This design comes from an exercise in tuning for small area, a short achievable clock period and few clock cycles per item on the open sky130 flow, not from production work.
RTL that was checked went through simulation tests only; none was proved equivalent to the original.
No activity file was given, so power comes from the tool's default toggle rates.

==> flow/design.v (excerpt) <==
module decision_tree_classifier (
    input   wire    clk,
    input   wire    rst,
    input   wire    start,
    input   signed  [31:0]  psd_gamma,
    input   signed  [31:0]  psd_beta,
    input   signed  [31:0]  psd_alpha,
    input   signed  [31:0]  psd_theta,
    input   signed  [31:0]  psd_delta,
    input   signed  [31:0]  peak_amplitude,
    input           [ 7:0]  zero_counter,
    input   signed  [31:0]  dwt_gamma_max,
    input   signed  [31:0]  dwt_gamma_min,
    input   signed  [31:0]  dwt_gamma_mean,
    input   signed  [31:0]  dwt_gamma_sum,
    input   signed  [31:0]  dwt_beta_max,
    input   signed  [31:0]  dwt_beta_min,
    input   signed  [31:0]  dwt_beta_mean,
    input   signed  [31:0]  dwt_beta_sum,
    input   signed  [31:0]  dwt_alpha_max,
    input   signed  [31:0]  dwt_alpha_min,
    input   signed  [31:0]  dwt_alpha_mean,
    input   signed  [31:0]  dwt_alpha_sum,
    input   signed  [31:0]  dwt_theta_max,
  ...
Settings: LEC_CHECK=0, CAP_MARGIN=20, CORE_AREA=5 5 265 265, CTS_BUF_LIST=sky130_fd_sc_hd__clkbuf_8, DIE_AREA=0 0 270 270, PLACE_DENSITY=0.6, SLEW_MARGIN=20, SYNTH_MEMORY_MAX_BITS=65536; clock period 14.0 ns.
standard.sh (not shown) runs the stock make flow with config.mk's settings and CLKGATE_MAP_FILE= SYNTH_SCRIPT=/design/flow/synth_recipe.tcl, a recipe that flattens the netlist after the stock synthesis.
==> flow/flow/run.sh <==
#!/bin/bash
# Own layout flow: the standard ORFS flow and synthesis script, with three changes:
#  - ABC maps the logic with flow/abc.script (delay-targeted map) instead of ORFS's script;
#  - the port buffers are buf_1 instead of buffer_ports' default pick;
#  - the flow's timing repair aims at the setup margin set in flow/opts.sh.
# Each tool's output goes to the ORFS logs (orfs/logs/...) and to standard.log here.
set -euo pipefail
cd "$(dirname "$0")/.."
W=$(pwd)
source flow/opts.sh
cat > my_synth.tcl <<EOT
# synth_recipe.tcl with ABC's script replaced by flow/abc.script
proc abc {args} {
  set i [lsearch -exact \$args -script]
  if {\$i >= 0} { lset args [expr {\$i + 1}] $W/flow/abc.script }
  yosys abc {*}\$args
}
source $W/synth_recipe.tcl
EOT
sed "s#SYNTH_SCRIPT=[^ ]*synth_recipe.tcl#SYNTH_SCRIPT=$W/my_synth.tcl#" standard.sh > my_standard.sh
grep -q "SYNTH_SCRIPT=$W/my_synth.tcl" my_standard.sh
bash my_standard.sh > standard.log 2>&1
==> flow/flow/abc.script <==
strash
balance
rewrite
refactor
balance
rewrite
rewrite -z
balance
refactor -z
rewrite -z
balance
dch
map -D 1200
topo
stime -c
buffer -c
upsize -c
dnsize -c
==> flow/flow/opts.sh <==
export BUFFER_PORTS_ARGS="-buffer_cell sky130_fd_sc_hd__buf_1"
export SETUP_SLACK_MARGIN=9
export SETUP_SLACK_MARGIN=8.3
Testbench counts at the start, summed over its fixed seeds: cycles 3,200, items 3,200.
Then changed:
==> flow/flow/opts.sh (replaced) <==
# Settings for flow/run.sh (environment variables the ORFS scripts read).
# Port buffers: the smallest buffer rather than buffer_ports' default pick.
export BUFFER_PORTS_ARGS="-buffer_cell sky130_fd_sc_hd__buf_1"
# Timing repair aims below the real period (14 ns - 9.6 ns); config.mk's
# TNS_END_PERCENT 0 keeps it to the worst path.
export SETUP_SLACK_MARGIN=9.6
--- a/flow/config.mk
+++ b/flow/config.mk
@@ -11,2 +11,3 @@
 export DIE_AREA = 0 0 270 270
+export GPL_ROUTABILITY_DRIVEN = 0
 export PLACE_DENSITY = 0.6
@@ -14 +15,2 @@
 export SYNTH_MEMORY_MAX_BITS = 65536
+export TNS_END_PERCENT = 0
Result: Design area came out higher by 5.3%. Power came out higher by 4.0%. Setup slack gains 0.54 ns. Sequential power is about the same. Count of clock-buffer cells in the layout stays the same. Wire length hardly moves. Maximum frequency came out higher by 12%.
Then changed:
==> flow/flow/opts.sh (replaced) <==
export BUFFER_PORTS_ARGS="-buffer_cell sky130_fd_sc_hd__buf_1"
export SETUP_SLACK_MARGIN=9
export SETUP_SLACK_MARGIN=9.6
--- a/flow/config.mk
+++ b/flow/config.mk
@@ -11,3 +11,2 @@
 export DIE_AREA = 0 0 270 270
-export GPL_ROUTABILITY_DRIVEN = 0
 export PLACE_DENSITY = 0.6
Effect: The changed run produced a clean layout; utilization drops by 0.12 points; routed wire length climbs by about 0.4%; setup slack improved by 0.050 ns; power drops by 0.82%; via count drops by about 1.4%; die area is unchanged; sequential share of layout area stays flat; design area drops by about 0.8%.
Then changed:
==> flow/flow/opts.sh (replaced) <==
# Settings for flow/run.sh (environment variables the ORFS scripts read).
# Port buffers: the smallest buffer rather than buffer_ports' default pick.
export BUFFER_PORTS_ARGS="-buffer_cell sky130_fd_sc_hd__buf_1"
# Timing repair aims below the real period (14 ns - 9.6 ns); config.mk's
# TNS_END_PERCENT 0 keeps it to the worst path.
export SETUP_SLACK_MARGIN=9.6
--- a/flow/config.mk
+++ b/flow/config.mk
@@ -11,3 +11,3 @@
 export DIE_AREA = 0 0 270 270
-export PLACE_DENSITY = 0.6
+export PLACE_DENSITY = 0.75
 export SLEW_MARGIN = 20
What happened:
- The changed run finished with timing, DRC and antenna clean
- routed wire length rises by 1.0%
- cell count falls by 0.33%
- area after synthesis does not change
- design area falls by 0.83%
- sequential share of layout area hardly moves
- fmax falls by 2.0%
- count of clock-buffer cells in the layout does not change
- total power falls by 1.6%
- clock power falls by 7.1%
- setup slack got worse by 0.096 ns
Then changed:
--- a/flow/flow/opts.sh
+++ b/flow/flow/opts.sh
@@ -6 +6,2 @@
 export SETUP_SLACK_MARGIN=9.6
+export SETUP_MOVE_SEQUENCE="unbuffer,sizeup,swap,buffer"
--- a/flow/config.mk
+++ b/flow/config.mk
@@ -11,3 +11,3 @@
 export DIE_AREA = 0 0 270 270
-export PLACE_DENSITY = 0.75
+export PLACE_DENSITY = 0.6
 export SLEW_MARGIN = 20
=> The changed run went through all stages and came out clean; worst setup slack improves by 0.096 ns; worst hold slack loses 0.079 ns; critical path depth stays the same; clock-buffer cell count is unchanged; routed wire length fell slightly; sequential cell count does not change; power is higher slightly; die area stays the same; global-route usage is about the same.


Another version of the RTL of decision_tree_classifier (not shown whole).
Size in the first run: roughly 2 flip-flops, ~850 I/O pins, about 0.0060 mm^2 of cells after synthesis.
clock: 14.0 ns
lec_check: 0
cap_margin: 20
core_area: 5 5 265 265
die_area: 0 0 270 270
place_density: 0.6
slew_margin: 20
synth_memory_max_bits: 65536
==> flow/flow/opts.sh <==
export BUFFER_PORTS_ARGS="-buffer_cell sky130_fd_sc_hd__buf_1"
export SETUP_SLACK_MARGIN=9
Scripts as last shown in full above: flow/flow/run.sh, flow/flow/abc.script
Rerun with:
--- a/flow/flow/opts.sh
+++ b/flow/flow/opts.sh
@@ -2,0 +3 @@
+export SETUP_SLACK_MARGIN=11
After rerunning:
- The changed run ran to the end with no violations
- non-clock buffer count increases by 4
- setup slack improves by 0.16 ns
- hold slack degrades by 0.0073 ns
- cell area increases by 1.5%
- global-route usage decreases by 0.20 points
- area after synthesis is unchanged
- wire length decreases by 1.8%
- fmax increases by 3.2%
No run of this note included a check of the RTL's function; only the layout flow was run.


run 1:
decision_tree_classifier, a different RTL version from the one above (not shown whole).
For scale: roughly 8 flip-flops, roughly 850 I/O pins, roughly 6100 um2 of cells after synthesis.
==> flow/config.mk <==
export PLATFORM = sky130hd
export DESIGN_NAME = decision_tree_classifier
export DESIGN_NICKNAME = decision_tree_classifier
export VERILOG_FILES = /design/flow/design.v
export SDC_FILE = /design/flow/constraint.sdc
export NUM_CORES = 4
export LEC_CHECK = 0
export CAP_MARGIN = 20
export CORE_AREA = 5 5 265 265
export CTS_BUF_LIST = sky130_fd_sc_hd__clkbuf_4
export DIE_AREA = 0 0 270 270
export PLACE_DENSITY = 0.6
export SLEW_MARGIN = 70
export SYNTH_MEMORY_MAX_BITS = 65536
==> flow/constraint.sdc <==
create_clock -name core_clock -period 14.0 [get_ports {clk}]
set_input_delay 2.8000 -clock core_clock [delete_from_list [all_inputs] [get_ports {clk}]]
set_output_delay 2.8000 -clock core_clock [all_outputs]
set_load 0.01 [all_outputs]
==> flow/flow/opts.sh <==
export BUFFER_PORTS_ARGS="-buffer_cell sky130_fd_sc_hd__buf_1"
export SETUP_SLACK_MARGIN=9
Scripts as last shown in full above: flow/flow/run.sh, flow/flow/abc.script
No stage failed in run 1, and the final checks on the layout all came back clean.
Testbench counts of run 1, summed over its fixed seeds: cycles 3,200, items 3,200.
Input-level comparison between run 2 and run 1:
--- a/flow/config.mk
+++ b/flow/config.mk
@@ -10 +9,0 @@
-export CTS_BUF_LIST = sky130_fd_sc_hd__clkbuf_4
@@ -13 +12 @@
-export SLEW_MARGIN = 70
+export SLEW_MARGIN = 20
--- outcome ---
- Signal arrival time at the worst endpoint: run 2 vs run 1 down 90 ps
- Run 2 vs run 1: finished layout cell area down slightly
- Summary of run 2 over run 1: maximum frequency shows an increase of 1.7 MHz, hold slack +48 ps, worst stage delay on the critical path now larger.
- Between run 1 and run 2, the number of inserted filler cells in the final layout figures differ only marginally.
- Run comparison: run 2 critical path endpoint sub_q2; run 1 critical path endpoint sub_q5
- Run 1 → run 2: sum of internal, switching and leakage power increased 22 uW; post-detailed-route via-to-cell ratio went up; post-synthesis instance area did not really move.
Setup changes, run 2 to run 3
--- a/flow/flow/opts.sh
+++ b/flow/flow/opts.sh
@@ -2,0 +3 @@
+export SETUP_SLACK_MARGIN=10.2
--- a/flow/config.mk
+++ b/flow/config.mk
@@ -9,0 +10 @@
+export CTS_BUF_LIST = sky130_fd_sc_hd__clkbuf_4
Notes after the runs:
No stage failed in run 3, and the final checks on the layout all came back clean. Run 2: full flow OK, the timing, DRC and antenna checks passed. Final RePlAce weighted congestion for run 3: 0.094 up relative to run 2. Summary — total detailed-routing wirelength, run 3 relative to run 2: lower, by 5.2%. Compared with run 2, run 3 shows a total track usage that is 0.76 points lower.


## wip/zinc
decision_tree_classifier again, from the RTL that the note above started with.
Design decision_tree_classifier, start of the top module:
module decision_tree_classifier (
    input   wire    clk,
    input   wire    rst,
    input   wire    start,
    input   signed  [31:0]  psd_gamma,
    input   signed  [31:0]  psd_beta,
    input   signed  [31:0]  psd_alpha,
    input   signed  [31:0]  psd_theta,
    input   signed  [31:0]  psd_delta,
    input   signed  [31:0]  peak_amplitude,
    input           [ 7:0]  zero_counter,
    input   signed  [31:0]  dwt_gamma_max,
    input   signed  [31:0]  dwt_gamma_min,
    input   signed  [31:0]  dwt_gamma_mean,
    input   signed  [31:0]  dwt_gamma_sum,
    input   signed  [31:0]  dwt_beta_max,
    input   signed  [31:0]  dwt_beta_min,
    input   signed  [31:0]  dwt_beta_mean,
    input   signed  [31:0]  dwt_beta_sum,
    input   signed  [31:0]  dwt_alpha_max,
    input   signed  [31:0]  dwt_alpha_min,
    input   signed  [31:0]  dwt_alpha_mean,
    input   signed  [31:0]  dwt_alpha_sum,
    input   signed  [31:0]  dwt_theta_max,
    input   signed  [31:0]  dwt_theta_min,
    input   signed  [31:0]  dwt_theta_mean,
    input   signed  [31:0]  dwt_theta_sum,
    input   signed  [31:0]  dwt_delta_max,
    input   signed  [31:0]  dwt_delta_min,
    input   signed  [31:0]  dwt_delta_mean,
    input   signed  [31:0]  dwt_delta_sum,
    output  reg             done,
    output  wire    [3:0]   class_label
);
==> flow/config.mk <==
export PLATFORM = sky130hd
export DESIGN_NAME = decision_tree_classifier
export DESIGN_NICKNAME = decision_tree_classifier
export VERILOG_FILES = /design/flow/design.v
export SDC_FILE = /design/flow/constraint.sdc
export NUM_CORES = 4
export LEC_CHECK = 0
export CAP_MARGIN = 20
export CORE_AREA = 5 5 265 265
export CTS_BUF_LIST = sky130_fd_sc_hd__clkbuf_4
export DIE_AREA = 0 0 270 270
export PLACE_DENSITY = 0.6
export SLEW_MARGIN = 20
export SYNTH_MEMORY_MAX_BITS = 65536
==> flow/constraint.sdc <==
create_clock -name core_clock -period 14.0 [get_ports {clk}]
set_input_delay 2.8000 -clock core_clock [delete_from_list [all_inputs] [get_ports {clk}]]
set_output_delay 2.8000 -clock core_clock [all_outputs]
set_load 0.01 [all_outputs]
==> flow/flow/opts.sh <==
export BUFFER_PORTS_ARGS="-buffer_cell sky130_fd_sc_hd__buf_1"
export SETUP_SLACK_MARGIN=9
export SETUP_SLACK_MARGIN=9.6
Scripts as last shown in full above: flow/flow/run.sh, flow/flow/abc.script
wip/zinc: full flow OK, the timing, DRC and antenna checks passed
Testbench counts of wip/zinc, summed over its fixed seeds: cycles 3,200, items 3,200.
Input changes introduced in wip/willow (baseline for comparison: wip/zinc):
-- flow/flow/opts.sh --
<<< wip/zinc, line 3
export SETUP_SLACK_MARGIN=9.6
>>> wip/willow, line 3
export SETUP_SLACK_MARGIN=9.3
[summary]
| non-clock buffer count | lower: wip/willow |. The internal portion of total power of wip/willow was superior to that of wip/zinc. Fraction of area in clock buffers and inverters of wip/zinc is on par with wip/willow. Against wip/zinc, wip/willow reports a actual slew at the worst max-slew pin that is higher. Reported for wip/willow and wip/zinc, number of buffers inserted by port buffering turned out identical to the last digit. Summary of wip/willow over wip/zinc: wire length of the first global-routing pass rose by 3100 um, fmax grew by 1.7%, layout filler cell count shows an increase of about 0.6%, final critical-path share of the clock period saw a decrease. Run comparison: wip/willow worst setup path endpoint sub_q2; wip/zinc worst setup path endpoint sub_q3. The estimated power of wip/willow ends up lower than the estimate for wip/zinc. Compared with wip/zinc, wip/willow shows a relative contribution of combinational cells to total power that is 1.0 points higher.
Modified inputs, wip/maple compared to wip/willow
-- flow/flow/abc.script --
<<< wip/willow, line 12
dch
>>> wip/maple, line 12
balance
rewrite
refactor
balance
rewrite
rewrite -z
balance
refactor -z
rewrite -z
balance
dch -f
-- flow/flow/opts.sh --
<<< wip/willow, line 3
export SETUP_SLACK_MARGIN=9.3
>>> wip/maple, line 3
## What came out
- On total vias in the final route, wip/maple and wip/willow are neck and neck.
- Worst setup path endpoint: sub_q5 -> wip/maple, sub_q2 -> wip/willow
- Combinational power delta (wip/willow -> wip/maple): insignificant
- When wip/maple is measured against wip/willow, its synthesized cell count turns out 0.68% lower.
[inputs] wip/juniper vs wip/maple
-- flow/flow/abc.script --
<<< wip/maple, line 12
balance
rewrite
refactor
balance
rewrite
rewrite -z
balance
refactor -z
rewrite -z
balance
dch -f
>>> wip/juniper, line 12
dch
--- outcome ---
- Per the comparison of wip/juniper with wip/maple, worst hold slack fell 16 ps; routing usage on met3 fell 0.60 points; design area about even.
- Row post-synthesis mux area share: wip/juniper lower / wip/maple higher
- Compared with wip/maple, in wip/juniper global-route usage lower; total congestion overflow after global routing now sits at about the same level; buffering stage count on the worst path with inverters included went up.

[re-timing with driven ports]
In the flow no input, the clock included, has a driving cell. The finished layouts below were timed again as built, in two steps.
Step 1, drivers: a clkbuf_16 drives clk and a buf_2 each remaining input, both assumed.
Step 2 moves the port delays by t, midway between the first and last clock arrival at a register: inputs arrive t later, outputs are due t later. That takes back most of the time a late clock gives input paths.
a / b / c = ideal ports / drivers / drivers and shift; a / b = the first two.
run | t, ns | slack for setup (ns) | slew at the worst register clock pin (ns)
the first run of note 1 | 0.303 | 8.807 / 8.814 / 8.511 | 0.10 / 0.10
the second run of note 1 | 0.296 | 9.347 / 9.340 / 9.043 | 0.10 / 0.10
the third run of note 1 | 0.301 | 9.397 / 9.386 / 9.084 | 0.10 / 0.10
the fourth run of note 1 | 0.295 | 9.301 / 9.302 / 9.007 | 0.08 / 0.08
the fifth run of note 1 | 0.301 | 9.397 / 9.386 / 9.084 | 0.10 / 0.10
the first run of note 2 | 0.270 | 8.807 / 8.829 / 8.560 | 0.03 / 0.03
the second run of note 2 | 0.276 | 8.967 / 8.998 / 8.722 | 0.03 / 0.03
run 1 | 0.313 | 9.118 / 9.075 / 8.762 | 0.09 / 0.09
run 2 | 0.288 | 9.158 / 9.144 / 8.855 | 0.05 / 0.05
run 3 | 0.335 | 9.095 / 9.109 / 8.774 | 0.12 / 0.12
wip/zinc | 0.336 | 9.100 / 9.114 / 8.778 | 0.12 / 0.12
wip/willow | 0.313 | 9.183 / 9.188 / 8.875 | 0.08 / 0.08
wip/maple | 0.329 | 9.101 / 9.123 / 8.795 | 0.09 / 0.09
wip/juniper | 0.314 | 9.124 / 9.076 / 8.762 | 0.08 / 0.08
After both steps setup and hold are still met in every run listed. For wip/juniper, which loses most, drivers alone change the setup slack by -0.048 ns; drivers and shift together by -0.362 ns.
